Context: an optimization exercise on an open-source flow, tuned for small area and a short achievable clock period. The choices shown serve that exercise and are no tape-out recipe. RTL that was checked went through simulation tests only; none was proved equivalent to the original. For runs 2 to 7, only the layout was checked, not whether the RTL still works.

<file path="constraint.sdc">
create_clock -name core_clock -period 100.0 [get_ports {clk}]
set_input_delay 20.0000 -clock core_clock [delete_from_list [all_inputs] [get_ports {clk}]]
set_output_delay 20.0000 -clock core_clock [all_outputs]
set_load 0.01 [all_outputs]
</file>
<file path="config.mk">
export PLATFORM = sky130hd
export DESIGN_NAME = ColorDetect
export DESIGN_NICKNAME = ColorDetect
export VERILOG_FILES = /design/flow/design.v
export SDC_FILE = /design/flow/constraint.sdc
export NUM_CORES = 4
export LEC_CHECK = 0
export ABC_AREA = 1
export CAP_MARGIN = 20
export CORE_MARGIN = 2
export CORE_UTILIZATION = 40
export SLEW_MARGIN = 20
</file>
<file path="design.v">
`timescale 1ns / 1ps
module ColorDetect(
    input reset_n,
    input clk,
    input enable,
    input [23:0] DATA_IN,
    input DATA_IN_VALID,
    input [10:0] X_VALUE,
    input [9:0] Y_VALUE,
    input [1:0] COLOR,
    input [31:0] FRAME_WAIT,
    output [31:0] COORDINATE,
    output READY
    );
    localparam KX = 4;   
    localparam KY = 4;   
    reg ready;
    reg en;
    reg [15:0] frames;
    reg [19:0] count;            
    reg [10:0] x_q0;             
    reg x_neg;                   
    reg [19:0] x_part;           
    reg [10:KX] x_qhi;           
    reg [9:0] y_q0;
    reg y_neg;
    reg [19:0] y_part;
    reg [9:KY] y_qhi;
    wire sof = (X_VALUE == 11'd0) && (Y_VALUE == 10'd0);
    wire run = enable && reset_n;
    wire hit = (frames == FRAME_WAIT[15:0]);
    always @(posedge clk) begin
        en <= run && hit;
        if (!run || hit)
            frames <= 16'd0;
        else if (DATA_IN_VALID && sof)
            frames <= frames + 16'd1;
    end
    always @(posedge clk)
        ready <= (X_VALUE == 11'd1279) && (Y_VALUE == 10'd719) && !ready;
    wire [7:0] r = DATA_IN[23:16];
    wire [7:0] g = DATA_IN[15:8];
    wire [7:0] b = DATA_IN[7:0];
    reg match;
    always @(*) begin
        case (COLOR)
            2'b00: match = (r >= 8'd180) && (g <= 8'd80) && (b <= 8'd80);
            2'b01: match = (r < 8'd80) && (g > 8'd180) && (b < 8'd80);
            2'b10: match = (r < 8'd80) && (g < 8'd80) && (b > 8'd180);
            default: match = (r > 8'd200) && (g > 8'd200) && (b < 8'd80);
        endcase
    end
    wire [10:0] qx;
    wire [19:0] rx;
    wire [9:0] qy;
    wire [19:0] ry;
    CentroidFinish #(.W(11), .K0(KX)) fx (.q0(x_q0), .neg(x_neg), .part(x_part), .qhi(x_qhi), .d(count), .q(qx), .r(rx));
    CentroidFinish #(.W(10), .K0(KY)) fy (.q0(y_q0), .neg(y_neg), .part(y_part), .qhi(y_qhi), .d(count), .q(qy), .r(ry));
    wire [19:0] dn = count + 20'd1;
    wire nx_neg, ny_neg;
    wire [19:0] nx_part, ny_part;
    wire [10:KX] nx_qhi;
    wire [9:KY] ny_qhi;
    CentroidStart #(.W(11), .K0(KX)) sx (.q(qx), .r(rx), .v(X_VALUE), .d(dn), .neg(nx_neg), .part(nx_part), .qhi(nx_qhi));
    CentroidStart #(.W(10), .K0(KY)) sy (.q(qy), .r(ry), .v(Y_VALUE), .d(dn), .neg(ny_neg), .part(ny_part), .qhi(ny_qhi));
    wire clr = !reset_n || !en;
    always @(posedge clk) begin
        if (clr || (DATA_IN_VALID && sof)) begin
            count <= {19'd0, !clr && match};
            x_q0 <= 11'd0;
            x_neg <= 1'b0;
            x_part <= 20'd0;
            x_qhi <= 0;
            y_q0 <= 10'd0;
            y_neg <= 1'b0;
            y_part <= 20'd0;
            y_qhi <= 0;
        end else if (DATA_IN_VALID && match) begin
            count <= dn;
            x_q0 <= qx;
            x_neg <= nx_neg;
            x_part <= nx_part;
            x_qhi <= nx_qhi;
            y_q0 <= qy;
            y_neg <= ny_neg;
            y_part <= ny_part;
            y_qhi <= ny_qhi;
        end
    end
    assign COORDINATE = {5'd0, qx, 6'd0, qy};
    assign READY = ready;
endmodule
module RippleAdd #(parameter N = 8) (
    input [N-1:0] a,
    input [N-1:0] b,
    input ci,
    output [N-1:0] s,
    output co
    );
    wire [N:0] c;
    assign c[0] = ci;
    genvar j;
    generate
        for (j = 0; j < N; j = j + 1) begin : bit_
            assign s[j] = a[j] ^ b[j] ^ c[j];
            assign c[j+1] = (a[j] & b[j]) | (c[j] & (a[j] ^ b[j]));
        end
    endgenerate
    assign co = c[N];
endmodule
module DivStage #(parameter W = 11, parameter I = 1) (
    input [W:0] a,
    input [19:0] d,
    output [W:0] an,
    output qb
    );
    localparam K = W + 1 - I;
    wire [K-1:0] t;
    wire ge;
    RippleAdd #(.N(K)) sub (.a(a[W:I]), .b(~d[K-1:0]), .ci(1'b1), .s(t), .co(ge));
    assign qb = ge & ~|d[19:K];
    generate
        if (I > 0) begin : low
            assign an = qb ? {t, a[I-1:0]} : a;
        end
    endgenerate
endmodule
module CentroidStart #(parameter W = 11, parameter K0 = 4) (
    input [W-1:0] q,
    input [19:0] r,
    input [W-1:0] v,
    input [19:0] d,
    output neg,
    output [19:0] part,
    output [W-1:K0] qhi
    );
    wire [20:0] o1 = {1'b0, r};
    wire [20:0] o2 = {{(21-W){1'b0}}, v};
    wire [20:0] o3 = {{(21-W){1'b1}}, ~q};
    wire [20:0] cs = o1 ^ o2 ^ o3;
    wire [20:0] cc = (o1 & o2) | (o1 & o3) | (o2 & o3);
    wire [20:0] n;
    wire co;
    RippleAdd #(.N(21)) add (.a(cs), .b({cc[19:0], 1'b0}), .ci(1'b1), .s(n), .co(co));
    assign neg = n[20];
    wire [19:0] m = n[19:0] ^ {20{neg}};
    wire [W:0] a [K0:W];
    assign a[W] = m[W:0];
    genvar i;
    generate
        for (i = W - 1; i >= K0; i = i - 1) begin : stage
            DivStage #(.W(W), .I(i)) st (.a(a[i+1]), .d(d), .an(a[i]), .qb(qhi[i]));
        end
    endgenerate
    assign part = {m[19:W+1], a[K0]};
endmodule
module CentroidFinish #(parameter W = 11, parameter K0 = 4) (
    input [W-1:0] q0,
    input neg,
    input [19:0] part,
    input [W-1:K0] qhi,
    input [19:0] d,
    output [W-1:0] q,
    output [19:0] r
    );
    wire [W:0] a [0:K0];
    wire [K0-1:0] qlo;
    assign a[K0] = part[W:0];
    genvar i;
    generate
        for (i = K0 - 1; i >= 1; i = i - 1) begin : stage
            DivStage #(.W(W), .I(i)) st (.a(a[i+1]), .d(d), .an(a[i]), .qb(qlo[i]));
        end
    endgenerate
    wire [19:0] p = {part[19:W+1], a[1]};
    wire [19:0] t0;
    wire [19:0] u;
    wire ge0, cu;
    RippleAdd #(.N(20)) sub0 (.a(p), .b(~d), .ci(1'b1), .s(t0), .co(ge0));
    RippleAdd #(.N(20)) add2 (.a({d[18:0], 1'b0}), .b(~p), .ci(1'b0), .s(u), .co(cu));
    assign qlo[0] = ge0;
    assign r = neg ? (ge0 ? u : ~t0) : (ge0 ? t0 : p);
    wire [W-1:0] quo = {qhi, qlo};
    wire cq;
    RippleAdd #(.N(W)) addq (.a(q0), .b(quo ^ {W{neg}}), .ci(1'b0), .s(q), .co(cq));
endmodule
</file>
<file path="run.sh">
#!/bin/bash
# synth_recipe.tcl (not shown) runs the flow's synth.tcl, then flattens the netlist and writes it again
# the make line also repeats each setting of config.mk as NAME=value (left out here)
make -C /OpenROAD-flow-scripts/flow DESIGN_CONFIG=/design/flow/config.mk WORK_HOME=/design/flow/orfs CLKGATE_MAP_FILE= SYNTH_SCRIPT=/design/flow/synth_recipe.tcl finish
</file>
==> summary.md, run 1 <==
| Metric | Value |
|---|---|
| Top cells by area, synth | fa_1, dfxtp_1, inv_1 |
| Reg area | 2290 um^2 |
| Most common cell in the synthesized netlist | inv_1 |
| Synthesis-to-finish area growth | 13.5% |
| Crit path largest cell delay | 680 ps |
| GP Congestion | 0.874 |
| Skew-Pair Late Insertion Delay | 440 ps |
| Worst slew margin | 20.0% |
| Final Hold Fails | 0 |
| Gate Count Post-Synth | 1766 |
| Vias/cell | 5.05 |
| CTS tree | done |
| Final Net Count | 2203 |
| Overflow after GRT | 0 |
| # Post-CTS Setup Buffers | 0 |
| Crit Reg-Reg Endpoint | x_part[8] |
| Port Buffers | 88 |
| Pre-antenna DRT Iters | 5 |
| Routed via count | 11.7k |
| Period minus WS final | 46410 ps |
| Post-DP HPWL | 30.2 mm |
| Slew @ Worst Pin | 1190 ps |
| Reg clk slew, reported paths | 60 ps |
| Vias in the first global route | 11.9k |
| HP Class | register to register |
| Most used cell, CP | fa_1 |
| Total core area | 35700 um^2 |
| Hold-fix buffers at CTS | 0 |
| Seq/Total Area, Yosys | 15.7% |
| Starting Density | 40.8% |
| Crit path max-delay cell type | fa_1 |
| Ys flop type | dfxtp_1 |
| Drt initial violations | 686 |
| Final Setup Violations | 0 |
| TritonCTS buffer count | 17 |
| Critical Path End | COORDINATE[26] |
| Multi-input gate area | 10700 um^2 |
| Fin crit share | 46.4% |
| CP startpoint | count[1] |
| Routed Antenna Nets | 0 |
| Share of layout cells above drive strength 1 | 8.08% |
| Root Buffer | clkbuf_16 |
| Filler instances | 3565 |
| Worst-path fanout max | 21 |
| WL final | 38.2 mm |
| Post-CTS Resized | 0 |
| CTS H-tree depth | 4 |
| Die height | 195 um |
| DIE AREA | 38000 um^2 |
| Skew final | 10.3 ps |
| Pre-CTS worst setup slack | 54060 ps |
| Final setup TNS | 0 ps |
| Clock Sinks | 114 |
| Final Cell Area | 16500 um^2 |
| Initial antenna violation count | 0 |
| RSZ-0062 raised after global routing | no |
| Crit path kind | register to primary output |
| Clock Path Buffers | 2 |
| Final Max Tran Viols | 0 |
| Arr. time, crit path | 26410 ps |
| Row count | 69 |
| Fmax | 21.5 MHz |
| Post-synth top area cell | fa_1 |
| Critical Path RT | 80000 ps |
| First-pass GRT wire length | 63.1 mm |
| Drt drc | 0 |
| GRT Util Overall | 21.1% |
| Syn avg cell area | 8.25 um^2 |
| Chip width | 195 um |
| FF+latch count, synth | 114 |
| I/O pin count | 116 |
| Synth warn | 5 |
| Antenna cells | 0 |
| Routed WL per cell | 16.5 um |
| Kind of end point of the critical path | primary output |
| Synth cell types | 60 |
| Post-synth top cells | inv_1, nand2_1, fa_1, dfxtp_1, o21ai_0 |
| Run status | complete, no violations |
| Placed Area | 15900 um^2 |
| Worst r2r path cells | 158 |
| FF-to-FF Start | count[1] |
| Max_cap viols | 0 |
| Top-area cell type share of the netlist area | 34.3% |
| Post-Syn Area | 14600 um^2 |
| Post-synth EDFFs | 1 |
| Fraction of registers with async set/reset | 0% |
| R2r setup slk | 55580 ps |
| Startpoint types | register |
| Fin worst setup slack | 53590 ps |
| Largest net degree at the start of global routing | 64 |
==> metal layers <==
metal	global-route usage (%)	part of all wire [%]
met4	7.21	2.6
met1	27.7	45
met5	0	0
met3	3.21	4.3
met2	35.7	49
==> through the flow <==
| stage | utilization (%) | cells | hold slack [ps] |
|---|---|---|---|
| final | 46.3 | 2317 | 465 |
| after global routing | 46.3 | 2317 | 483 |
| after CTS | 46.3 | 2317 | 466 |
| after detailed placement | 44.6 | 2285 | 457 |
| after global placement | 44.6 | 2285 | 453 |
| after floorplan | - | 1776 | 439 |
==> logic make-up after synthesis <==
family	count (synthesis)	synth area share, %
AND/OR/NAND/NOR	587	19.1
buffers and inverters	412	11.0
adder cells (fa/ha/maj)	277	36.7
AO/OA/AOI/OAI	274	11.2
flip-flops	114	15.7
XOR/XNOR	80	4.86
multiplexers	21	1.51
other	1	0.0257
==> area by class of cell <==
class / count / share of cell area [%]
Sequential cell: 114 / 13.9
Clock inverter: 13 / 0.824
Timing Repair Buffer: 109 / 6.28
Tap cell: 461 / 3.49
Multi-Input combinational cell: 1250 / 64.8
Inverter: 351 / 7.96
Clock buffer: 19 / 2.81
==> state kept, by name, indices dropped and copies added (netlist names), 6 cells and up <==
name	count
x_part	20
y_q0	10
y_qhi	6
x_qhi	7
x_q0	11
frames	16
y_part	20
count	20
==> worst min path at each step <==
stage / from / to / slack [ps] / depth (start not counted)
2_1_floorplan: x_qhi[4] / x_qhi[4] / 440 / 2
3_5_place_dp: x_qhi[4] / x_qhi[4] / 460 / 2
3_3_place_gp: y_qhi[4] / y_qhi[4] / 450 / 2
5_1_grt: y_qhi[4] / y_qhi[4] / 480 / 2
6_report: x_qhi[4] / x_qhi[4] / 460 / 2
4_1_cts: x_qhi[4] / x_qhi[4] / 470 / 2
==> placed cells by master, fill, tap and decap left out, types with 13 or more instances in the layout <==
cell type	instances
o21ai_0	108
clkbuf_16	18
or2_2	36
inv_1	337
nand4_1	21
buf_4	21
ha_1	27
o22ai_1	61
nor2_1	69
xnor2_1	58
nand2_1	297
or2_1	13
dfxtp_1	113
a31oi_1	17
a21oi_1	30
xor2_1	21
nand3_1	75
clkdlybuf4s50_1	88
fa_1	250
o211ai_1	14
nor3_1	13
mux2i_1	13
==> critical path: cells and delay by family (launching register included) <==
family / cells / cell delay (ps)
flops: 1 / 310
xor+xnor: 2 / 450
buf+inv: 14 / 2140
compound gates: 2 / 440
simple gates: 8 / 2000
fa+ha+maj: 56 / 20610
==> run 2: changes to the inputs <==
--- a/design.v
+++ b/design.v
@@ -13,6 +13,6 @@
     output READY
     );
-    localparam KX = 4;   
-    localparam KY = 4;   
+    localparam KX = 5;   
+    localparam KY = 5;   
     reg ready;
     reg en;
@@ -57,11 +57,12 @@
     CentroidFinish #(.W(11), .K0(KX)) fx (.q0(x_q0), .neg(x_neg), .part(x_part), .qhi(x_qhi), .d(count), .q(qx), .r(rx));
     CentroidFinish #(.W(10), .K0(KY)) fy (.q0(y_q0), .neg(y_neg), .part(y_part), .qhi(y_qhi), .d(count), .q(qy), .r(ry));
-    wire [19:0] dn = count + 20'd1;
+    wire take = DATA_IN_VALID && match;
+    wire [19:0] dn = count + {19'd0, take};
     wire nx_neg, ny_neg;
     wire [19:0] nx_part, ny_part;
     wire [10:KX] nx_qhi;
     wire [9:KY] ny_qhi;
-    CentroidStart #(.W(11), .K0(KX)) sx (.q(qx), .r(rx), .v(X_VALUE), .d(dn), .neg(nx_neg), .part(nx_part), .qhi(nx_qhi));
-    CentroidStart #(.W(10), .K0(KY)) sy (.q(qy), .r(ry), .v(Y_VALUE), .d(dn), .neg(ny_neg), .part(ny_part), .qhi(ny_qhi));
+    CentroidStart #(.W(11), .K0(KX)) sx (.q(qx), .r(rx), .v(X_VALUE), .take(take), .d(dn), .neg(nx_neg), .part(nx_part), .qhi(nx_qhi));
+    CentroidStart #(.W(10), .K0(KY)) sy (.q(qy), .r(ry), .v(Y_VALUE), .take(take), .d(dn), .neg(ny_neg), .part(ny_part), .qhi(ny_qhi));
     wire clr = !reset_n || !en;
     always @(posedge clk) begin
@@ -76,5 +77,5 @@
             y_part <= 20'd0;
             y_qhi <= 0;
-        end else if (DATA_IN_VALID && match) begin
+        end else begin
             count <= dn;
             x_q0 <= qx;
@@ -109,4 +110,26 @@
     assign co = c[N];
 endmodule
+module SelectAdd #(parameter N = 8, parameter B = 4) (
+    input [N-1:0] a,
+    input [N-1:0] b,
+    input ci,
+    output [N-1:0] s,
+    output co
+    );
+    generate
+        if (N <= B) begin : one
+            RippleAdd #(.N(N)) r (.a(a), .b(b), .ci(ci), .s(s), .co(co));
+        end else begin : split
+            wire c;
+            RippleAdd #(.N(B)) lo (.a(a[B-1:0]), .b(b[B-1:0]), .ci(ci), .s(s[B-1:0]), .co(c));
+            wire [N-B-1:0] s0, s1;
+            wire c0, c1;
+            RippleAdd #(.N(N-B)) h0 (.a(a[N-1:B]), .b(b[N-1:B]), .ci(1'b0), .s(s0), .co(c0));
+            RippleAdd #(.N(N-B)) h1 (.a(a[N-1:B]), .b(b[N-1:B]), .ci(1'b1), .s(s1), .co(c1));
+            assign s[N-1:B] = c ? s1 : s0;
+            assign co = c0 | (c & c1);
+        end
+    endgenerate
+endmodule
 module DivStage #(parameter W = 11, parameter I = 1) (
     input [W:0] a,
@@ -130,4 +153,5 @@
     input [19:0] r,
     input [W-1:0] v,
+    input take,
     input [19:0] d,
     output neg,
@@ -136,6 +160,6 @@
     );
     wire [20:0] o1 = {1'b0, r};
-    wire [20:0] o2 = {{(21-W){1'b0}}, v};
-    wire [20:0] o3 = {{(21-W){1'b1}}, ~q};
+    wire [20:0] o2 = {{(21-W){1'b0}}, v & {W{take}}};
+    wire [20:0] o3 = {{(21-W){1'b1}}, ~(q & {W{take}})};
     wire [20:0] cs = o1 ^ o2 ^ o3;
     wire [20:0] cc = (o1 & o2) | (o1 & o3) | (o2 & o3);
==> flow/run.sh (new file) <==
#!/bin/bash
# Standard layout, except: synthesis leaves adders to ABC (no full-adder
# cells), ABC's buffers are removed at floorplan, and the port buffers are
# buf_2 cells.
set -euo pipefail
export BUFFER_PORTS_ARGS="-buffer_cell sky130_fd_sc_hd__buf_2"
bash standard.sh "ADDER_MAP_FILE=" "REMOVE_ABC_BUFFERS=1" "BUFFER_PORTS_ARGS=-buffer_cell sky130_fd_sc_hd__buf_2" finish > standard.log 2>&1
==> standard.sh (new file) <==
#!/bin/bash
# synth_recipe.tcl (not shown) runs the flow's synth.tcl, then flattens the netlist and writes it again
# the make line also repeats each setting of config.mk as NAME=value (left out here)
make -C /OpenROAD-flow-scripts/flow DESIGN_CONFIG=/design/flow/config.mk WORK_HOME=/design/flow/orfs CLKGATE_MAP_FILE= SYNTH_SCRIPT=/design/flow/synth_recipe.tcl "${@:-finish}"
removed: run.sh
==> run 2 against run 1 <==
  * Still clean
  * Synthesized area grew 27%
  * Core utilization is 4.4 points lower
  * Critical path depth grew 54
  * Synthesized cell count is 82% higher
  * Critical endpoint is now COORDINATE[9]
==> summary.md, run 2 <==
| Metric | Value |
|---|---|
| Fraction of registers with async set/reset | 0% (unchanged) |
| DIE AREA | 47900 um^2 (+26%) |
| Top-area cell type share of the netlist area | 20.6% (-14 points) |
| Synthesis-to-finish area growth | 3.24% |
| Synth warn | 5 (unchanged) |
| TritonCTS buffer count | 9 (-8) |
| Fin crit share | 34.8% (-12 points) |
| Drt initial violations | 1212 (+77%) |
| Total core area | 45500 um^2 (+27%) |
| First-pass GRT wire length | 86.3 mm (+37%) |
| Gate Count Post-Synth | 3213 (+82%) |
| Worst slew margin | 36.7% (+17 points) |
| WL final | 54.3 mm (+42%) |
| Post-DP HPWL | 43.1 mm (+43%) |
| Post-synth top area cell | nand2_1 |
| CTS H-tree depth | 3 (-1) |
| Clock Sinks | 112 (-1.8%) |
| Worst-path fanout max | 43 (+100%) |
| Syn avg cell area | 5.74 um^2 (-30%) |
| Chip width | 219 um (+12%) |
| Top cells by area, synth | nand2_1, dfxtp_1, nand3_1 |
| Synth cell types | 72 (+20%) |
| Post-synth top cells | nand2_1, inv_1, nand3_1, nand2_2, nor2_1 |
| Routed via count | 18.9k (+62%) |
| HP Class | register to register |
| Cell family with most CP delay | simple AND/OR/NAND/NOR gates |
| Period minus WS final | 34760 ps (-11650 ps) |
| Port Buffers | 88 (unchanged) |
| Crit path max-delay cell type | a21oi_2 |
| GRT Util Overall | 22.7% (+1.6 points) |
| Post-Syn Area | 18500 um^2 (+27%) |
| Hold-fix buffers at CTS | 0 (unchanged) |
| Run status | complete, no violations |
| Vias/cell | 4.93 (-2.4%) |
| Skew final | 14.0 ps (+3.72 ps) |
| Skew-Pair Late Insertion Delay | 400 ps (-40 ps) |
| GP Congestion | 0.858 (-1.8%) |
| Routed WL per cell | 14.1 um (-14%) |
| Final Net Count | 3320 (+51%) |
| Drt drc | 0 (unchanged) |
| Slew @ Worst Pin | 948 ps (-241 ps) |
| Seq/Total Area, Yosys | 12.2% (-3.6 points) |
| FF+latch count, synth | 112 (-1.8%) |
| Crit path kind | register to primary output |
| Crit path largest cell delay | 580 ps (-100 ps) |
| Startpoint types | register |
| Final Setup Violations | 0 (unchanged) |
| Fin worst setup slack | 65240 ps (+11650 ps) |
| CTS tree | done |
| Die height | 219 um (+12%) |
| Row count | 78 (+13%) |
| Commonest cells after routing, fill and taps aside | nand2_1, inv_1, nand3_1 |
| Routed Antenna Nets | 0 (unchanged) |
| # Post-CTS Setup Buffers | 0 (unchanged) |
| Share of layout cells above drive strength 1 | 18.8% (+11 points) |
| Biggest regs | count x20, x_part x20, y_part x20 |
| Reg clk slew, reported paths | 90 ps (+30 ps) |
| RSZ-0062 raised after global routing | no |
| Pre-CTS worst setup slack | 65710 ps (+11650 ps) |
| Most common cell in the synthesized netlist | nand2_1 |
| I/O pin count | 116 (unchanged) |
| Overflow after GRT | 0 (unchanged) |
| Arr. time, crit path | 14760 ps (-11650 ps) |
| Critical Path RT | 80000 ps (about the same) |
| Kind of end point of the critical path | primary output |
| Initial antenna violation count | 3 (+3) |
| Largest net degree at the start of global routing | 47 (-27%) |
| Post-CTS Resized | 0 (unchanged) |
| Final setup TNS | 0 ps (unchanged) |
| Vias in the first global route | 16.5k (+38%) |
| Starting Density | 40.6% (-0.21 points) |
| Filler instances | 5194 (+46%) |
| Max_cap viols | 0 (unchanged) |
| Ys flop type | dfxtp_1 |
| Pre-antenna DRT Iters | 5 (unchanged) |
| Post-synth EDFFs | 0 (-1) |
| Most used cell, CP | nand2_2 |
| Fmax | 28.8 MHz (+34%) |
| Final Max Tran Viols | 0 (unchanged) |
| Root Buffer | clkbuf_16 |
| Clock Path Buffers | 2 (unchanged) |
| Buf/Inv on CP | 8 (-6) |
| Final Hold Fails | 0 (unchanged) |
| Most common cell after layout, fill and taps aside | nand2_1 |
==> run 2: tightest hold or removal path: stages (launching register included) <==
cell and delay (ps):
dfxtp_1 340, nor2_1 110, nor3_1 50
==> run 2: routing by layer <==
| metal | routed length (um) | share of wire, % | GRT usage, % | up-vias |
|---|---|---|---|---|
| met2 | 24100 | 44 | 37.6 | 371 |
| met5 | 0 | 0 | 0 | - |
| li1 | - | - | - | 10200 |
| met3 | 2240 | 4.1 | 2.36 | 64 |
| met1 | 26600 | 49 | 31.1 | 8344 |
| met4 | 1370 | 2.5 | 6.76 | 0 |
==> run 2: metrics by stage <==
stage	utilization, %	hold WS (ps)	instances	area, um^2
CTS	41.9	524	3842	19000
finish	41.9	530	3843	19000
floorplan	-	470	3120	17400
global placement	41.2	505	3826	18700
global route	41.9	542	3842	19000
detailed placement	41.2	509	3826	18700
==> run 2: final timing paths <==
check,slack (ps),depth (start not counted),end,startpoint
worst min register to register,530,2,frames[7],frames[7]
worst min-delay path,530,2,frames[7],frames[7]
worst max register to register,78350,198,y_part[5],count[1]
worst max-delay path,65240,136,COORDINATE[9],count[1]
==> run 2: kinds of logic after synthesis <==
group           after synthesis  synth area share, %
xor+xnor                    163                 7.78
simple gates               2061                 54.9
other cells                   1               0.0203
flops                       112                 12.2
buf+inv                     579                 15.8
compound gates              296                 9.30
fa+ha+maj                     1               0.0543
==> run 2: cell type report <==
cell class | count | area [um^2] | share of cell area (%)
diodes | 1 | 2.50 | 0.0131
repair buffers | 106 | 576 | 3.02
clock buffers | 9 | 225 | 1.18
inverters | 476 | 1820 | 9.54
well taps | 600 | 751 | 3.94
flip-flops and latches | 112 | 2240 | 11.8
multi-input cells | 2532 | 13300 | 70.0
clock inverters | 7 | 96.3 | 0.506
==> run 3: changes to the inputs <==
==> flow/run.sh (replaced) <==
#!/bin/bash
# Standard layout, except: synthesis leaves adders to ABC (no full-adder
# cells), and the port buffers are buf_2 cells.
set -euo pipefail
export BUFFER_PORTS_ARGS="-buffer_cell sky130_fd_sc_hd__buf_2"
bash standard.sh "ADDER_MAP_FILE=" "BUFFER_PORTS_ARGS=-buffer_cell sky130_fd_sc_hd__buf_2" finish > standard.log 2>&1
==> run 3 against run 2 <==
  * Die area stayed put
  * First-iteration DRC count is 4.4% lower
  * Maximum frequency is 1.1% higher
  * Worst setup slack better by 380 ps
  * Global-route usage is 0.68 points lower
  * Critical path depth stayed put
  * Sequential cell count stayed put
  * Synthesized area stayed put
  * Register-to-register slack better by 610 ps
  * Critical path type unchanged
  * Critical endpoint unchanged
  * Highest routed layer unchanged
==> summary.md, run 3 <==
| Metric | Value |
|---|---|
| Run status | complete, no violations |
| Total core area | 45500 um^2 (unchanged) |
| Crit path largest cell delay | 530 ps (-50 ps) |
| Critical Path RT | 80000 ps (about the same) |
| Post-Synth XOR/XNOR Area | 7.78% (unchanged) |
| Commonest cells after routing, fill and taps aside | nand2_1, inv_1, nand3_1 |
| Worst slew margin | 15.2% (-22 points) |
| Routed via count | 18.9k (-0.058%) |
| Startpoint types | register |
| Vias/cell | 4.93 (about the same) |
| Starting Density | 40.6% (unchanged) |
| FF+latch count, synth | 112 (unchanged) |
| Final setup TNS | 0 ps (unchanged) |
| Period minus WS final | 34380 ps (-382 ps) |
| Final Net Count | 3318 (-0.060%) |
| Synth cell types | 72 (unchanged) |
| Kind of end point of the critical path | primary output |
| Biggest regs | count x20, x_part x20, y_part x20 |
| Largest family of logic cells by synthesized area | simple AND/OR/NAND/NOR gates |
| Final Setup Violations | 0 (unchanged) |
| Worst-path fanout max | 43 (unchanged) |
| Die height | 219 um (unchanged) |
| Share of layout cells above drive strength 1 | 18.7% (-0.050 points) |
| Adder-cell share of the synthesized area | 0.0542% (unchanged) |
| Synthesis-to-finish area growth | 3.13% |
| HP Class | register to register |
| Post-DP HPWL | 41.3 mm (-4.1%) |
| DIE AREA | 47900 um^2 (unchanged) |
| Row count | 78 (unchanged) |
| Final Hold Fails | 0 (unchanged) |
| Root Buffer | clkbuf_16 |
| Post-CTS Resized | 0 (unchanged) |
| Clock Sinks | 112 (unchanged) |
| Arr. time, crit path | 14380 ps (-380 ps) |
| WL final | 52.4 mm (-3.6%) |
| Fin crit share | 34.4% (-0.38 points) |
| Chip width | 219 um (unchanged) |
| Top cells by area, synth | nand2_1, dfxtp_1, nand3_1 |
| Pre-antenna DRT Iters | 5 (unchanged) |
| RSZ-0062 raised after global routing | no |
| Fmax | 29.1 MHz (+1.1%) |
| Clock Path Buffers | 2 (unchanged) |
| Crit path kind | register to primary output |
| Seq/Total Area, Yosys | 12.2% (unchanged) |
| Most common cell in the synthesized netlist | nand2_1 |
| Antenna cells | 0 (-1) |
| Overflow after GRT | 0 (unchanged) |
| Syn avg cell area | 5.74 um^2 (unchanged) |
| GP Congestion | 0.873 (+1.7%) |
| Most used cell, CP | nand2_2 |
| Fraction of registers with async set/reset | 0% (unchanged) |
| Post-Syn Area | 18500 um^2 (unchanged) |
| Compound-Gate Fraction of Synth Area | 9.30% (unchanged) |
| Top-area cell type share of the netlist area | 20.6% (unchanged) |
| Largest net degree at the start of global routing | 64 (+36%) |
| Synth warn | 5 (unchanged) |
| Final Max Tran Viols | 0 (unchanged) |
| Crit path max-delay cell type | a21oi_2 |
| Skew-Pair Late Insertion Delay | 420 ps (+20 ps) |
| Drt drc | 0 (unchanged) |
| Reg clk slew, reported paths | 90 ps (about the same) |
| TritonCTS buffer count | 9 (unchanged) |
| # Post-CTS Setup Buffers | 0 (unchanged) |
| Vias in the first global route | 16.8k (+1.5%) |
| Skew final | 20.7 ps (+6.71 ps) |
| Post-synth top area cell | nand2_1 |
| Port Buffers | 88 (unchanged) |
| Simple-gate share of the synthesized area | 54.9% (unchanged) |
| Max_cap viols | 0 (unchanged) |
| Initial antenna violation count | 0 (-3) |
| Most common cell after layout, fill and taps aside | nand2_1 |
| Routed Antenna Nets | 0 (unchanged) |
| I/O pin count | 116 (unchanged) |
| First-pass GRT wire length | 84.3 mm (-2.3%) |
| Drt initial violations | 1159 (-4.4%) |
| CTS tree | done |
| CTS H-tree depth | 3 (unchanged) |
| Filler instances | 5109 (-1.6%) |
| Post-synth top cells | nand2_1, inv_1, nand3_1, nand2_2, nor2_1 |
| Hold-fix buffers at CTS | 0 (unchanged) |
| GRT Util Overall | 22.0% (-0.68 points) |
| Hold slack | 530 ps (-0.102 ps) |
| Mux share of post-synthesis cell area | 0% (unchanged) |
| Slew @ Worst Pin | 1260 ps (+312 ps) |
| Post-synth EDFFs | 0 (unchanged) |
| Ys flop type | dfxtp_1 |
| Routed WL per cell | 13.6 um (-3.5%) |
| Gate Count Post-Synth | 3213 (unchanged) |
-- run 3: cell counts after synthesis --
Identical to the previous run, type by type.
-- run 3: cell families after synthesis --
kind of cell | count (synthesis)
AND/OR/NAND/NOR | 2061
buffers and inverters | 579
AO/OA/AOI/OAI | 296
XOR/XNOR | 163
flip-flops | 112
adder cells (fa/ha/maj) | 1
other | 1
-- run 3: per-layer routing --
layer  GRT usage (%)  wire [um]
met5               0          0
met4            5.56       1010
met3            3.31       2680
met2            38.1      24300
met1            28.6      24400
-- run 3: worst paths after layout --
check	startpoint	endpoint	slack [ps]	depth (start not counted)
max	count[1]	COORDINATE[9]	65620	136
min	frames[10]	frames[10]	530	2
max reg2reg	count[1]	y_part[7]	78960	200
min reg2reg	frames[10]	frames[10]	530	2
-- run 3: through the flow --
step                std cells  setup WS, ps  util, %  cell area, um^2
finish                   3840         65620     41.8            19000
CTS                      3840         65620     41.8            19000
detailed placement       3824         66110     41.1            18700
floorplan                3223         69390        -            18500
global placement         3824         66280     41.1            18700
global route             3840         63800     41.8            19000
-- run 3: final cells by class --
class | instances | area, um^2 | area share (%)
multi-input combinational | 2532 | 13300 | 70.1
sequential | 112 | 2240 | 11.8
inverter | 476 | 1820 | 9.55
tap | 600 | 751 | 3.95
timing repair buffer | 104 | 561 | 2.95
clock buffer | 9 | 225 | 1.18
clock inverter | 7 | 93.8 | 0.493
-- run 3: critical path, delay by kind of cell, from the launching register on --
kind,cells,cell delay (ps)
and+or+nand+nor,112,9270
AOI/OAI and AO/OA,16,3190
buffers and inverters,8,1170
DFF,1,310
==> run 4: changes to the inputs <==
==> flow/run.sh (replaced) <==
#!/bin/bash
# Standard layout, except: synthesis leaves adders to ABC (no full-adder
# cells), timing repair aims at a shorter period than the clock's (a larger
# setup slack margin), and the port buffers are buf_2 cells.
set -euo pipefail
export BUFFER_PORTS_ARGS="-buffer_cell sky130_fd_sc_hd__buf_2"
bash standard.sh "ADDER_MAP_FILE=" "SETUP_SLACK_MARGIN=68" "BUFFER_PORTS_ARGS=-buffer_cell sky130_fd_sc_hd__buf_2" finish > standard.log 2>&1
==> run 4 against run 3 <==
  * First-iteration DRC count is 2.7% higher
  * Global-route usage up 0.77 points
  * Maximum frequency grew 7.8%
  * Highest routed layer unchanged
==> summary.md, run 4 <==
| Metric | Value |
|---|---|
| Critical Path RT | 80000 ps (about the same) |
| Final Max Tran Viols | 0 (unchanged) |
| Top-area cell type share of the netlist area | 20.6% (unchanged) |
| Worst-path fanout max | 10 (-77%) |
| Top cells by area, synth | nand2_1, dfxtp_1, nand3_1 |
| Routed Antenna Nets | 0 (unchanged) |
| Routed via count | 20.1k (+5.9%) |
| Initial antenna violation count | 0 (unchanged) |
| Finished Layout Cells | 4013 (+4.5%) |
| WL final | 56.5 mm (+8.0%) |
| Crit path largest cell delay | 350 ps (-180 ps) |
| GP Congestion | 0.873 (unchanged) |
| Clock Sinks | 112 (unchanged) |
| Die height | 219 um (unchanged) |
| Reg clk slew, reported paths | 100 ps (about the same) |
| Hold depth | 2 (unchanged) |
| Pre-antenna DRT Iters | 5 (unchanged) |
| Root Buffer | clkbuf_16 |
| Drt drc | 0 (unchanged) |
| I/O pin count | 116 (unchanged) |
| Seq/Total Area, Yosys | 12.2% (unchanged) |
| Crit Reg-Reg Endpoint | y_part[6] |
| Most common cell in the synthesized netlist | nand2_1 |
| CTS tree | done |
| CTS H-tree depth | 3 (unchanged) |
| Run status | complete, no violations |
| Overflow after GRT | 0 (unchanged) |
| Slew @ Worst Pin | 1310 ps (+48.9 ps) |
| Crit path max-delay cell type | dfxtp_2 |
| Skew-Pair Late Insertion Delay | 420 ps (about the same) |
| Arr. time, crit path | 11900 ps (-2480 ps) |
| Filler instances | 4863 (-4.8%) |
| Clock Path Buffers | 2 (unchanged) |
| Post-synth top cells | nand2_1, inv_1, nand3_1, nand2_2, nor2_1 |
| Skew final | 18.7 ps (-2.03 ps) |
| Placed Area | 18700 um^2 (unchanged) |
| FF-to-FF Start | count[1] |
| Post-DP HPWL | 41.3 mm (unchanged) |
| Ys flop type | dfxtp_1 |
| CP startpoint | count[1] |
| Largest net degree at the start of global routing | 64 (unchanged) |
| Vias in the first global route | 17.3k (+3.2%) |
| Final setup TNS | 0 ps (unchanged) |
| Final Setup Violations | 0 (unchanged) |
| TritonCTS buffer count | 9 (unchanged) |
| Biggest regs | count x20, x_part x20, y_part x20 |
| Final Net Count | 3491 (+5.2%) |
| Critical Path End | COORDINATE[9] |
| Drt initial violations | 1190 (+2.7%) |
| GRT Util Overall | 22.8% (+0.77 points) |
| # placed instances | 3824 (unchanged) |
| Most used cell, CP | nand2_2 |
| Crit path kind | register to primary output |
| Gate Count Post-Synth | 3213 (unchanged) |
| Post-synth top area cell | nand2_1 |
| Most common cell after layout, fill and taps aside | nand2_1 |
| Syn avg cell area | 5.74 um^2 (unchanged) |
| FF+latch count, synth | 112 (unchanged) |
| Routed WL per cell | 14.1 um (+3.3%) |
| Total core area | 45500 um^2 (unchanged) |
| Final Hold Fails | 0 (unchanged) |
| Final Cell Area | 21300 um^2 (+12%) |
| First-pass GRT wire length | 87.2 mm (+3.4%) |
| Worst r2r path cells | 204 (+2.0%) |
| Fmax | 31.3 MHz (+7.8%) |
| HP Class | register to register |
| Post-Syn Area | 18500 um^2 (unchanged) |
| Synth warn | 5 (unchanged) |
| RSZ-0062 raised after global routing | yes |
| Chip width | 219 um (unchanged) |
| Synthesis-to-finish area growth | 15.6% |
| Starting Density | 40.6% (unchanged) |
| Fin crit share | 31.9% (-2.5 points) |
| Share of layout cells above drive strength 1 | 26.7% (+8.0 points) |
| Port Buffers | 88 (unchanged) |
| Fraction of registers with async set/reset | 0% (unchanged) |
| DIE AREA | 47900 um^2 (unchanged) |
| Kind of end point of the critical path | primary output |
| R2r setup slk | 80740 ps (+1780 ps) |
| Startpoint types | register |
| Vias/cell | 5.00 (+1.4%) |
| Post-synth EDFFs | 0 (unchanged) |
| Max_cap viols | 0 (unchanged) |
| Commonest cells after routing, fill and taps aside | nand2_1, inv_1, nand3_1 |
| Row count | 78 (unchanged) |
| Period minus WS final | 31900 ps (-2480 ps) |
| Worst slew margin | 11.9% (-3.3 points) |
| Antenna cells | 0 (unchanged) |
| Synth cell types | 72 (unchanged) |
run 4: cell types whose count changed in the layout (fill, tap and decap cells not counted), sizes merged:
cell,before,now
clkinv,11,12
inv,471,470
buf,104,271
a21oi,83,84
bufbuf,0,1
nand2,1289,1293
run 4: critical path: cells and delay by family, from the launching register on:
family	cells	cell delay, ps
compound gates	14	1660
xor+xnor	1	170
buf+inv	8	710
flops	1	350
simple gates	116	8580
run 4: what timing repair did:
item / in CTS / in global routing
setup buffers: 50 / 117
gates cloned: 6 / 0
gates resized for setup: 90 / 161
setup endpoints to repair: 18 / 34
pin swaps: 38 / 141
hold buffers: 0 / 0
run 4: metal layers:
metal	up-vias	share of wire (%)	global-route usage, %
met5	-	0	0
met4	0	2.6	6.69
met3	76	5.0	3.42
met2	464	47	39.1
met1	8990	46	29.5
li1	10500	-	-
run 4: layout make-up:
cell class / count / area, um^2 / share of cell area, %
Clock buffer: 9 / 225 / 1.06
Clock inverter: 7 / 93.8 / 0.440
Inverter: 476 / 1890 / 8.88
Multi-Input combinational cell: 2537 / 14100 / 66.3
Sequential cell: 112 / 2270 / 10.7
Tap cell: 600 / 751 / 3.52
Timing Repair Buffer: 272 / 1950 / 9.14
run 4: cells by family (layout without fill, tap and decap cells):
logic type,after synthesis,in the layout,share of synthesized area (%)
AOI/OAI and AO/OA,296,297,9.30
xor gates and xnor gates,163,163,7.78
adders and majority gates,1,1,0.0543
buffers and inverters,579,764,15.8
DFF,112,112,12.2
other,1,11,0.0203
and+or+nand+nor,2061,2065,54.9
run 4: through the flow:
stage	utilization (%)	setup slack [ps]	hold WS, ps
floorplan	-	69390	470
global placement	41.1	66280	506
detailed placement	41.1	66110	505
CTS	43.6	67980	524
global route	46.9	67030	551
finish	46.9	68100	531
run 4: worst min path at each step:
stage	end	start	slack [ps]
6_report	frames[7]	frames[7]	530
3_5_place_dp	frames[10]	frames[10]	510
3_3_place_gp	frames[10]	frames[10]	510
2_1_floorplan	count[0]	en	470
5_1_grt	frames[13]	frames[13]	550
4_1_cts	frames[10]	frames[10]	520
==> run 5: changes to the inputs <==
--- a/design.v
+++ b/design.v
@@ -13,6 +13,6 @@
     output READY
     );
-    localparam KX = 5;   
-    localparam KY = 5;   
+    localparam KX = 4;   
+    localparam KY = 4;   
     reg ready;
     reg en;
==> run 5 against run 4 <==
  * Still clean
  * Clock skew down 4.1 ps
  * Cell count shrank 2.3%
  * Critical endpoint is now x_part[4]
==> summary.md, run 5 <==
| Metric | Value |
|---|---|
| Run status | complete, no violations |
| Syn avg cell area | 5.72 um^2 (-0.45%) |
| Commonest cells after routing, fill and taps aside | nand2_1, inv_1, nand3_1 |
| Largest net degree at the start of global routing | 62 (-3.1%) |
| Arr. time, crit path | 31570 ps (+19670 ps) |
| Top cells by area, synth | nand2_1, dfxtp_1, nand3_1 |
| Startpoint types | primary input |
| Root Buffer | clkbuf_16 |
| TritonCTS buffer count | 17 (+8) |
| Port Buffers | 88 (unchanged) |
| Synth cell types | 66 (-8.3%) |
| Synth warn | 5 (unchanged) |
| Routed Antenna Nets | 0 (unchanged) |
| Critical Path RT | 100390 ps (+20390 ps) |
| Overflow after GRT | 0 (unchanged) |
| Initial antenna violation count | 1 (+1) |
| CTS tree | done |
| Drt initial violations | 1274 (+7.1%) |
| Post-Syn Area | 18300 um^2 (-0.88%) |
| Cell family with most CP delay | simple AND/OR/NAND/NOR gates |
| Vias/cell | 4.98 (-0.39%) |
| Fraction of registers with async set/reset | 0% (unchanged) |
| Seq/Total Area, Yosys | 12.5% (+0.33 points) |
| Vias in the first global route | 16.8k (-3.1%) |
| I/O pin count | 116 (unchanged) |
| Period minus WS final | 31180 ps (-718 ps) |
| Post-Synth XOR/XNOR Area | 8.05% (+0.27 points) |
| Simple-gate share of the synthesized area | 54.6% (-0.31 points) |
| Mux share of post-synthesis cell area | 0% (unchanged) |
| Starting Density | 40.4% (-0.18 points) |
| GRT Util Overall | 22.8% (about the same) |
| Compound-Gate Fraction of Synth Area | 9.32% (+0.021 points) |
| Routed WL per cell | 14.2 um (+0.65%) |
| Crit path max-delay cell type | a22o_4 |
| Most common cell after layout, fill and taps aside | nand2_1 |
| Total core area | 45300 um^2 (-0.43%) |
| Skew final | 14.6 ps (-4.09 ps) |
| Chip width | 218 um (-0.43%) |
| Routed via count | 19.5k (-2.7%) |
| Fin crit share | 31.2% (-0.72 points) |
| Clock Sinks | 114 (+1.8%) |
| Worst-path fanout max | 24 (+14) |
| Largest family of logic cells by synthesized area | simple AND/OR/NAND/NOR gates |
| Buf/Inv on CP | 21 (+13) |
| Drt drc | 0 (unchanged) |
| Final setup TNS | 0 ps (unchanged) |
| Hold slack | 478 ps (-53.3 ps) |
| Share of layout cells above drive strength 1 | 24.0% (-2.7 points) |
| # placed instances | 3817 (-0.18%) |
| Hold-fix buffers at CTS | 0 (unchanged) |
| Top-area cell type share of the netlist area | 20.3% (-0.31 points) |
| Ys flop type | dfxtp_1 |
| Die height | 218 um (-0.43%) |
| Final Max Tran Viols | 0 (unchanged) |
| Post-DP HPWL | 42.1 mm (+1.9%) |
| Pre-antenna DRT Iters | 5 (unchanged) |
| FF+latch count, synth | 114 (+1.8%) |
| Adder-cell share of the synthesized area | 0.171% (+0.12 points) |
| Synthesis-to-finish area growth | 12.8% |
| Kind of end point of the critical path | register |
| Final Setup Violations | 0 (unchanged) |
| Slew @ Worst Pin | 1090 ps (-223 ps) |
| DIE AREA | 47400 um^2 (-0.87%) |
| WL final | 55.6 mm (-1.7%) |
| Worst slew margin | 26.8% (+15 points) |
| Clock Path Buffers | 2 (unchanged) |
| Finished Layout Cells | 3921 (-2.3%) |
| Post-synth top cells | nand2_1, inv_1, nand3_1, nand2_2, nor2_1 |
| GP Congestion | 0.905 (+3.7%) |
| Post-synth top area cell | nand2_1 |
| Final Hold Fails | 0 (unchanged) |
| Fin worst setup slack | 68820 ps (+718 ps) |
| Biggest regs | count x20, x_part x20, y_part x20 |
| HP Class | register to register |
| Max_cap viols | 0 (unchanged) |
| Row count | 78 (unchanged) |
| Fmax | 32.1 MHz (+2.3%) |
| Pre-CTS worst setup slack | 65030 ps (-1080 ps) |
| R2r setup slk | 81130 ps (+390 ps) |
| Most used cell, CP | nand2_2 |
| CTS H-tree depth | 4 (+1) |
| Reg clk slew, reported paths | 60 ps (-40 ps) |
| Gate Count Post-Synth | 3199 (-0.44%) |
| RSZ-0062 raised after global routing | yes |
| First-pass GRT wire length | 86.0 mm (-1.3%) |
| Final Net Count | 3390 (-2.9%) |
| Skew-Pair Late Insertion Delay | 460 ps (+40 ps) |
| Crit path largest cell delay | 310 ps (-40 ps) |
| Most common cell in the synthesized netlist | nand2_1 |
| Crit path kind | primary input to register |
| Post-synth EDFFs | 0 (unchanged) |
==> run 5: cell types whose count changed after synthesis, moves of 17 or more <==
cell     previous run  this run
nor2_1            179       196
nand2_2           241       261
xor2_1             73        92
nand2_1          1015       991
==> run 5: worst paths after layout <==
kind                            depth (start not counted)        start          to
worst max register to register                        185    count[11]   y_part[8]
worst min register to register                          2   frames[12]  frames[12]
worst min-delay path                                    2   frames[12]  frames[12]
worst max-delay path                                  114  DATA_IN[21]   x_part[4]
==> run 5: worst reg2reg max path: cells and delay by family (launching register included) <==
| family | cells | cell delay, ps |
|---|---|---|
| AO/OA/AOI/OAI | 9 | 2250 |
| buffers and inverters | 16 | 1920 |
| adder cells (fa/ha/maj) | 1 | 210 |
| AND/OR/NAND/NOR | 158 | 13720 |
| flip-flops | 1 | 430 |
| XOR/XNOR | 1 | 200 |
==> run 5: layout make-up <==
type	instances	area, um^2
Fill cell	4913	24600
Multi-Input combinational cell	2529	13900
Sequential cell	114	2290
Inverter	473	1830
Timing Repair Buffer	171	1210
Tap cell	600	751
Clock buffer	21	470
Clock inverter	11	175
Timing Repair inverter	1	8.76
Antenna cell	1	2.50
==> run 5: what timing repair did <==
item | in CTS | in global routing
pin swaps | 9 | 41
cloned | 2 | 7
setup buffers | 10 | 52
gates resized for setup | 27 | 146
endpoints found under the setup margin | 22 | 31
==> run 5: per-stage QoR <==
step / util, % / instance area, um^2
after CTS: 43.2 / 19600
after floorplan: - / 18300
after global routing: 45.6 / 20600
after global placement: 41.2 / 18600
after detailed placement: 41.2 / 18600
final: 45.6 / 20600
==> run 5: cells by family (layout without fill, tap and decap cells) <==
logic type	Yosys count	after routing
AOI/OAI and AO/OA	289	289
other	1	12
adders and majority gates	3	3
DFF	114	114
xor gates and xnor gates	168	168
buffers and inverters	571	677
and+or+nand+nor	2053	2058
==> run 5: per-layer routing <==
layer	GRT usage [%]	share of wire, %	wire (um)	vias to the layer above
li1	-	-	-	10300
met1	30.3	47	25900	8750
met2	38.9	47	25900	406
met3	2.71	5.0	2810	45
met4	6.12	1.6	903	2
met5	0	0.022	12	-
==> run 6: changes to the inputs <==
--- a/design.v
+++ b/design.v
@@ -13,6 +13,6 @@
     output READY
     );
-    localparam KX = 4;   
-    localparam KY = 4;   
+    localparam KX = 5;   
+    localparam KY = 5;   
     reg ready;
     reg en;
@@ -141,5 +141,5 @@
     wire [K-1:0] t;
     wire ge;
-    RippleAdd #(.N(K)) sub (.a(a[W:I]), .b(~d[K-1:0]), .ci(1'b1), .s(t), .co(ge));
+    SelectAdd #(.N(K), .B((K+1)/2)) sub (.a(a[W:I]), .b(~d[K-1:0]), .ci(1'b1), .s(t), .co(ge));
     assign qb = ge & ~|d[19:K];
     generate
@@ -166,5 +166,5 @@
     wire [20:0] n;
     wire co;
-    RippleAdd #(.N(21)) add (.a(cs), .b({cc[19:0], 1'b0}), .ci(1'b1), .s(n), .co(co));
+    SelectAdd #(.N(21), .B(11)) add (.a(cs), .b({cc[19:0], 1'b0}), .ci(1'b1), .s(n), .co(co));
     assign neg = n[20];
     wire [19:0] m = n[19:0] ^ {20{neg}};
@@ -201,10 +201,13 @@
     wire [19:0] u;
     wire ge0, cu;
-    RippleAdd #(.N(20)) sub0 (.a(p), .b(~d), .ci(1'b1), .s(t0), .co(ge0));
-    RippleAdd #(.N(20)) add2 (.a({d[18:0], 1'b0}), .b(~p), .ci(1'b0), .s(u), .co(cu));
+    SelectAdd #(.N(20), .B(10)) sub0 (.a(p), .b(~d), .ci(1'b1), .s(t0), .co(ge0));
+    SelectAdd #(.N(20), .B(10)) add2 (.a({d[18:0], 1'b0}), .b(~p), .ci(1'b0), .s(u), .co(cu));
     assign qlo[0] = ge0;
     assign r = neg ? (ge0 ? u : ~t0) : (ge0 ? t0 : p);
-    wire [W-1:0] quo = {qhi, qlo};
-    wire cq;
-    RippleAdd #(.N(W)) addq (.a(q0), .b(quo ^ {W{neg}}), .ci(1'b0), .s(q), .co(cq));
-endmodule
+    wire [W-1:0] e = {qhi, qlo[K0-1:1], 1'b0} ^ {{(W-1){neg}}, 1'b0};
+    wire [W-1:0] q_0, q_1;
+    wire cq0, cq1;
+    RippleAdd #(.N(W)) addq0 (.a(q0), .b(e), .ci(1'b0), .s(q_0), .co(cq0));
+    RippleAdd #(.N(W)) addq1 (.a(q0), .b(e | 1'b1), .ci(1'b0), .s(q_1), .co(cq1));
+    assign q = (ge0 ^ neg) ? q_1 : q_0;
+endmodule
==> flow/run.sh (replaced) <==
#!/bin/bash
# Standard layout, with the port buffers made from buf_2 cells instead of
# the resizer's default choice.
set -euo pipefail
export BUFFER_PORTS_ARGS="-buffer_cell sky130_fd_sc_hd__buf_2"
bash standard.sh "BUFFER_PORTS_ARGS=-buffer_cell sky130_fd_sc_hd__buf_2" finish > standard.log 2>&1
==> run 6 against run 5 <==
  * Still clean on timing, DRC and antenna
  * Non-clock buffer count down 66
  * Routed wire length down 26%
  * Register-to-register slack worse by 17000 ps
  * Worst setup slack worse by 11000 ps
  * Sequential cell count down 2
  * Cell area down 17%
  * Maximum frequency down 26%
  * Sequential share of layout area up 2.0 points
  * Via count down 30%
  * Largest cell class unchanged
==> summary.md, run 6 <==
| Metric | Value |
|---|---|
| Run status | complete, no violations |
| Filler instances | 3975 (-19%) |
| Placed Area | 16800 um^2 (-9.9%) |
| Synthesis-to-finish area growth | 8.14% |
| Starting Density | 40.8% (+0.38 points) |
| Post-Syn Area | 15800 um^2 (-13%) |
| Worst-path fanout max | 43 (+79%) |
| Post-DP HPWL | 33.3 mm (-21%) |
| Clock Sinks | 112 (-1.8%) |
| Skew-Pair Late Insertion Delay | 390 ps (-70 ps) |
| Startpoint types | register |
| GRT Util Overall | 20.5% (-2.3 points) |
| Reg clk slew, reported paths | 70 ps (about the same) |
| Final Setup Violations | 0 (unchanged) |
| Routed Antenna Nets | 0 (unchanged) |
| Total core area | 38800 um^2 (-14%) |
| Post-synth EDFFs | 0 (unchanged) |
| Slew @ Worst Pin | 1170 ps (+87.6 ps) |
| Gate Count Post-Synth | 2171 (-32%) |
| Chip width | 203 um (-6.8%) |
| Post-synth top cells | inv_1, nand2_1, nor2_1, fa_1, o21ai_0 |
| Seq/Total Area, Yosys | 14.2% (+1.7 points) |
| Commonest cells after routing, fill and taps aside | inv_1, nand2_1, nor2_1 |
| Final Net Count | 2616 (-23%) |
| # Post-CTS Setup Buffers | 0 (-10) |
| Pre-antenna DRT Iters | 7 (+2) |
| Arr. time, crit path | 22160 ps (-9410 ps) |
| Die height | 203 um (-6.8%) |
| Synth cell types | 58 (-12%) |
| Worst r2r path cells | 153 (-17%) |
| Final Hold Fails | 0 (unchanged) |
| Hold_sp | frames[15] |
| DIE AREA | 41200 um^2 (-13%) |
| CTS tree | done |
| Skew final | 13.9 ps (-0.718 ps) |
| Hold-fix buffers at CTS | 0 (unchanged) |
| Routed WL per cell | 14.8 um (+4.7%) |
| Fmax | 23.7 MHz (-26%) |
| Final Max Tran Viols | 0 (unchanged) |
| Clock Path Buffers | 2 (unchanged) |
| Share of layout cells above drive strength 1 | 7.95% (-16 points) |
| Top-area cell type share of the netlist area | 22.1% (+1.8 points) |
| Row count | 72 (-7.7%) |
| Largest net degree at the start of global routing | 47 (-24%) |
| WL final | 40.9 mm (-26%) |
| Vias/cell | 4.96 (-0.33%) |
| Multi-input gate area | 11800 um^2 (-15%) |
| Overflow after GRT | 0 (unchanged) |
| Kind of end point of the critical path | primary output |
| Root Buffer | clkbuf_16 |
| Critical Path RT | 80000 ps (-20390 ps) |
| Routed via count | 13.7k (-30%) |
| Crit Reg-Reg Endpoint | x_part[7] |
| Most used cell, CP | fa_1 |
| Reg area | 2240 um^2 (-2.3%) |
| Ys flop type | dfxtp_1 |
| Synth warn | 5 (unchanged) |
| CTS H-tree depth | 3 (-1) |
| TritonCTS buffer count | 9 (-8) |
| Post-CTS Resized | 0 (-100%) |
| I/O pin count | 116 (unchanged) |
| First-pass GRT wire length | 67.0 mm (-22%) |
| R2r setup slk | 63750 ps (-17380 ps) |
| Top cells by area, synth | fa_1, dfxtp_1, inv_1 |
| RSZ-0062 raised after global routing | no |
| Crit path max-delay cell type | fa_1 |
| Drt drc | 0 (unchanged) |
| Max_cap viols | 0 (unchanged) |
| GP Congestion | 0.873 (-3.5%) |
| Initial antenna violation count | 1 (unchanged) |
| Post-synth top area cell | fa_1 |
| Fraction of registers with async set/reset | 0% (unchanged) |
| FF+latch count, synth | 112 (-1.8%) |
| Crit path kind | register to primary output |
| Crit path largest cell delay | 570 ps (+260 ps) |
| Fin crit share | 42.2% (+11 points) |
| Final setup TNS | 0 ps (unchanged) |
| Most common cell in the synthesized netlist | inv_1 |
| Worst slew margin | 21.0% (-5.8 points) |
| Drt initial violations | 853 (-33%) |
| Most common cell after layout, fill and taps aside | inv_1 |
| Port Buffers | 88 (unchanged) |
| FF-to-FF Start | count[1] |
| Hold endpoint | frames[15] |
| Syn avg cell area | 7.29 um^2 (+28%) |
| Biggest regs | count x20, x_part x20, y_part x20 |
| Final Cell Area | 17100 um^2 (-17%) |
| Vias in the first global route | 13.3k (-20%) |
| Period minus WS final | 42160 ps (+10980 ps) |
| Hold depth | 2 (unchanged) |
| HP Class | register to register |
==> run 6: cell families after synthesis <==
| kind of cell | share of synthesized area [%] |
|---|---|
| AOI/OAI and AO/OA | 12.7 |
| xor gates and xnor gates | 8.19 |
| adders and majority gates | 31.9 |
| buffers and inverters | 11.8 |
| DFF | 14.2 |
| muxes | 0.593 |
| other | 0.0237 |
| and+or+nand+nor | 20.6 |
==> run 6: critical path, delay by kind of cell (launching register included) <==
kind	cells	cell delay, ps
AO/OA/AOI/OAI	10	1370
XOR/XNOR	2	470
adder cells (fa/ha/maj)	33	13230
buffers and inverters	15	2750
flip-flops	1	310
multiplexers	1	140
AND/OR/NAND/NOR	21	3480
==> run 6: metrics by stage <==
| step | cells | utilization, % | hold WS (ps) | setup WS (ps) |
|---|---|---|---|---|
| detailed placement | 2741 | 43.3 | 517 | 58440 |
| floorplan | 2181 | - | 478 | 62090 |
| finish | 2758 | 44.1 | 533 | 57840 |
| CTS | 2757 | 44.1 | 531 | 57860 |
| global route | 2757 | 44.1 | 550 | 56300 |
| global placement | 2741 | 43.3 | 514 | 58690 |
==> run 6: final cells by class <==
class	instances	area share, %
multi-input combinational	1586	68.8
tap	518	3.79
antenna	1	0.0146
clock inverter	6	0.380
inverter	420	9.21
clock buffer	10	1.40
sequential	112	13.1
timing repair buffer	105	3.32
==> run 6: worst max path at each step <==
stage,startpoint,endpoint,slack [ps]
global placement,count[1],COORDINATE[26],58690
floorplan,count[1],COORDINATE[26],62090
global route,count[1],COORDINATE[26],56300
finish,count[1],COORDINATE[26],57840
CTS,count[1],COORDINATE[26],57860
detailed placement,count[1],COORDINATE[26],58440
==> run 6: layer usage <==
layer | vias up | track usage [%] | part of all wire, %
li1 | 6883 | - | -
met1 | 6448 | 27.8 | 48
met2 | 312 | 34.2 | 45
met3 | 38 | 2.97 | 5.3
met4 | 0 | 5.16 | 1.9
met5 | - | 0 | 0
==> run 7: changes to the inputs <==
--- a/config.mk
+++ b/config.mk
@@ -9,4 +9,4 @@
 export CAP_MARGIN = 20
 export CORE_MARGIN = 2
-export CORE_UTILIZATION = 40
+export CORE_UTILIZATION = 65
 export SLEW_MARGIN = 20
==> run 7 against run 6 <==
  * Cell area is 1.3% lower
  * Sequential share of layout area is 0.17 points higher
  * Routed wire length is 2.7% lower
  * Clock-buffer cell count is 1 lower
  * Die area is 38% lower
  * First-iteration DRC count is 7.7% lower
  * Global-route usage is 12 points higher
  * Synthesized area stayed put
  * Non-clock buffer count is 2 higher
  * Core utilization is 26 points higher
  * Largest cell class unchanged
  * Highest routed layer unchanged
==> summary.md, run 7 <==
| Metric | Value |
|---|---|
| CTS tree | done |
| First-pass GRT wire length | 66.7 mm (-0.42%) |
| Synth warn | 5 (unchanged) |
| Final Max Tran Viols | 0 (unchanged) |
| Hold-fix buffers at CTS | 0 (unchanged) |
| Buf/Inv on CP | 15 (unchanged) |
| Die height | 160 um (-21%) |
| Largest net degree at the start of global routing | 44 (-6.4%) |
| Port Buffers | 88 (unchanged) |
| Top-area cell type share of the netlist area | 22.1% (unchanged) |
| HP Class | register to register |
| Most used cell, CP | fa_1 |
| Max_cap viols | 0 (unchanged) |
| # placed instances | 2549 (-7.0%) |
| Arr. time, crit path | 21940 ps (-220 ps) |
| Synthesis-to-finish area growth | 6.74% |
| Clock Path Buffers | 2 (unchanged) |
| Fin crit share | 41.9% (-0.22 points) |
| Final setup TNS | 0 ps (unchanged) |
| Seq/Total Area, Yosys | 14.2% (unchanged) |
| Share of layout cells above drive strength 1 | 7.99% (+0.038 points) |
| Post-Syn Area | 15800 um^2 (unchanged) |
| Drt drc | 0 (unchanged) |
| DIE AREA | 25600 um^2 (-38%) |
| Post-synth top area cell | fa_1 |
| Worst-path fanout max | 43 (unchanged) |
| Pre-antenna DRT Iters | 5 (-2) |
| Most common cell in the synthesized netlist | inv_1 |
| Vias in the first global route | 13.8k (+3.9%) |
| Clock Sinks | 112 (unchanged) |
| Fmax | 23.8 MHz (+0.53%) |
| Crit path largest cell delay | 560 ps (about the same) |
| Worst slew margin | 35.8% (+15 points) |
| Crit path max-delay cell type | fa_1 |
| Finished Layout Cells | 2565 (-7.0%) |
| # Post-CTS Setup Buffers | 0 (unchanged) |
| Filler instances | 2126 (-47%) |
| Routed Antenna Nets | 0 (unchanged) |
| Final Hold Fails | 0 (unchanged) |
| Antenna cells | 0 (-1) |
| Slew @ Worst Pin | 959 ps (-215 ps) |
| Synth cell types | 58 (unchanged) |
| Overflow after GRT | 0 (unchanged) |
| Final Net Count | 2618 (+0.076%) |
| Routed via count | 13.9k (+1.8%) |
| Period minus WS final | 41940 ps (-221 ps) |
| FF+latch count, synth | 112 (unchanged) |
| TritonCTS buffer count | 9 (unchanged) |
| Top cells by area, synth | fa_1, dfxtp_1, inv_1 |
| Skew final | 13.8 ps (-0.0866 ps) |
| Root Buffer | clkbuf_16 |
| Crit path kind | register to primary output |
| Critical Path RT | 80000 ps (about the same) |
| Post-synth EDFFs | 0 (unchanged) |
| GRT Util Overall | 32.5% (+12 points) |
| Final Setup Violations | 0 (unchanged) |
| Commonest cells after routing, fill and taps aside | inv_1, nand2_1, nor2_1 |
| Skew-Pair Late Insertion Delay | 380 ps (about the same) |
| Row count | 57 (-21%) |
| WL final | 39.8 mm (-2.7%) |
| Post-DP HPWL | 32.0 mm (-3.9%) |
| Starting Density | 65.7% (+25 points) |
| Kind of end point of the critical path | primary output |
| Ys flop type | dfxtp_1 |
| Multi-input gate area | 11800 um^2 (about the same) |
| Total core area | 24100 um^2 (-38%) |
| Chip width | 160 um (-21%) |
| Initial antenna violation count | 0 (-1) |
| Gate Count Post-Synth | 2171 (unchanged) |
| Run status | complete, no violations |
| GP Congestion | 0.942 (+7.8%) |
| RSZ-0062 raised after global routing | no |
| Cell family with most CP delay | adder cells |
| Routed WL per cell | 15.5 um (+4.6%) |
| Reg clk slew, reported paths | 90 ps (+20 ps) |
| Biggest regs | count x20, x_part x20, y_part x20 |
| CTS H-tree depth | 3 (unchanged) |
| Syn avg cell area | 7.29 um^2 (unchanged) |
| I/O pin count | 116 (unchanged) |
| Reg area | 2240 um^2 (unchanged) |
| Startpoint types | register |
| Vias/cell | 5.43 (+9.5%) |
| Drt initial violations | 787 (-7.7%) |
| Post-CTS Resized | 0 (unchanged) |
| Fraction of registers with async set/reset | 0% (unchanged) |
| Post-synth top cells | inv_1, nand2_1, nor2_1, fa_1, o21ai_0 |
| Most common cell after layout, fill and taps aside | inv_1 |
## run 7: cell count changes in the layout (fill, tap and decap cells not counted), sizes merged
cell / before / now
clkinvlp: 1 / 0
buf: 105 / 107
inv: 420 / 423
diode: 1 / 0
clkbuf: 10 / 9
bufinv: 1 / 0
## run 7: worst paths after layout
| kind | start | end | slack [ps] | cells past startpoint |
|---|---|---|---|---|
| worst max-delay path | count[1] | COORDINATE[26] | 58060 | 82 |
| worst min-delay path | frames[1] | frames[1] | 530 | 2 |
| worst max register to register | count[1] | x_part[7] | 64060 | 150 |
| worst min register to register | frames[1] | frames[1] | 530 | 2 |
## run 7: area by class of cell
class / instances / area share [%]
Tap cell: 324 / 2.40
Clock inverter: 7 / 0.526
Sequential cell: 112 / 13.3
Timing Repair Buffer: 107 / 3.45
Inverter: 420 / 9.33
Multi-Input combinational cell: 1586 / 69.7
Clock buffer: 9 / 1.33
## run 7: worst min-delay path: cells and delay by family, from the launching register on
family	cells	cell delay (ps)
flip-flops	1	370
AO/OA/AOI/OAI	1	50
buffers and inverters	1	70
## run 7: per-stage QoR
step	area (um^2)	hold slack, ps	worst slack [ps]	util (%)
floorplan	15900	478	62090	-
global placement	16600	507	59000	68.8
detailed placement	16600	515	58740	68.8
CTS	16900	529	58130	70.1
global route	16900	562	56510	70.1
finish	16900	527	58060	70.1
## run 7: routing by layer
metal / global-route usage (%) / routed length (um) / vias to the layer above / share of wire [%]
met5: 0 / 0 / - / 0
met4: 11.5 / 1340 / 0 / 3.4
met3: 3.92 / 2520 / 73 / 6.3
met2: 55.3 / 18700 / 390 / 47
met1: 42.9 / 17200 / 6580 / 43
li1: - / - / 6885 / -
## run 7: cells by family (layout without fill, tap and decap cells)
| group | after synthesis | count (layout) | synth area share, % |
|---|---|---|---|
| AO/OA/AOI/OAI | 363 | 363 | 12.7 |
| buffers and inverters | 483 | 543 | 11.8 |
| flip-flops | 112 | 112 | 14.2 |
| AND/OR/NAND/NOR | 756 | 756 | 20.6 |
| adder cells (fa/ha/maj) | 299 | 299 | 31.9 |
| other | 1 | 11 | 0.0237 |
| XOR/XNOR | 148 | 148 | 8.19 |
| multiplexers | 9 | 9 | 0.593 |

## what the ideal ports hide
The flow's constraints put no driver on any port. The routed layouts listed below were extracted and timed again, unchanged, in two steps.
Step 1, drivers: a clkbuf_16 drives clk and a buf_2 each remaining input, both assumed.
Step 2 times the ports against the registers' clock, not the clock port: input delays grow and output delays shrink by t, the midpoint of the rising clock arrivals with the driver on.
Slacks: ideal ports / drivers / drivers and shift; pairs: ideal ports / drivers.
| run | t (ns) | setup slack, ns | worst setup path at the end | worst data-port slew with drivers (ns) |
|---|---|---|---|---|
| run 1 | 0.482 | 53.587 / 53.538 / 54.020 | register to output | 0.04 |
| run 2 | 0.453 | 65.240 / 65.179 / 65.632 | register to output | 0.06 |
| run 3 | 0.464 | 65.622 / 65.565 / 66.029 | register to output | 0.05 |
| run 4 | 0.465 | 68.099 / 68.042 / 68.390 | input to register | 0.06 |
| run 5 | 0.512 | 68.818 / 68.848 / 68.336 | input to register | 0.05 |
| run 6 | 0.432 | 57.840 / 57.787 / 58.219 | register to output | 0.06 |
| run 7 | 0.421 | 58.061 / 58.010 / 58.432 | register to output | 0.04 |
After both steps setup and hold are still met in every run listed. For run 5, which loses most, drivers alone change the setup slack by +0.030 ns; drivers and shift together by -0.482 ns.
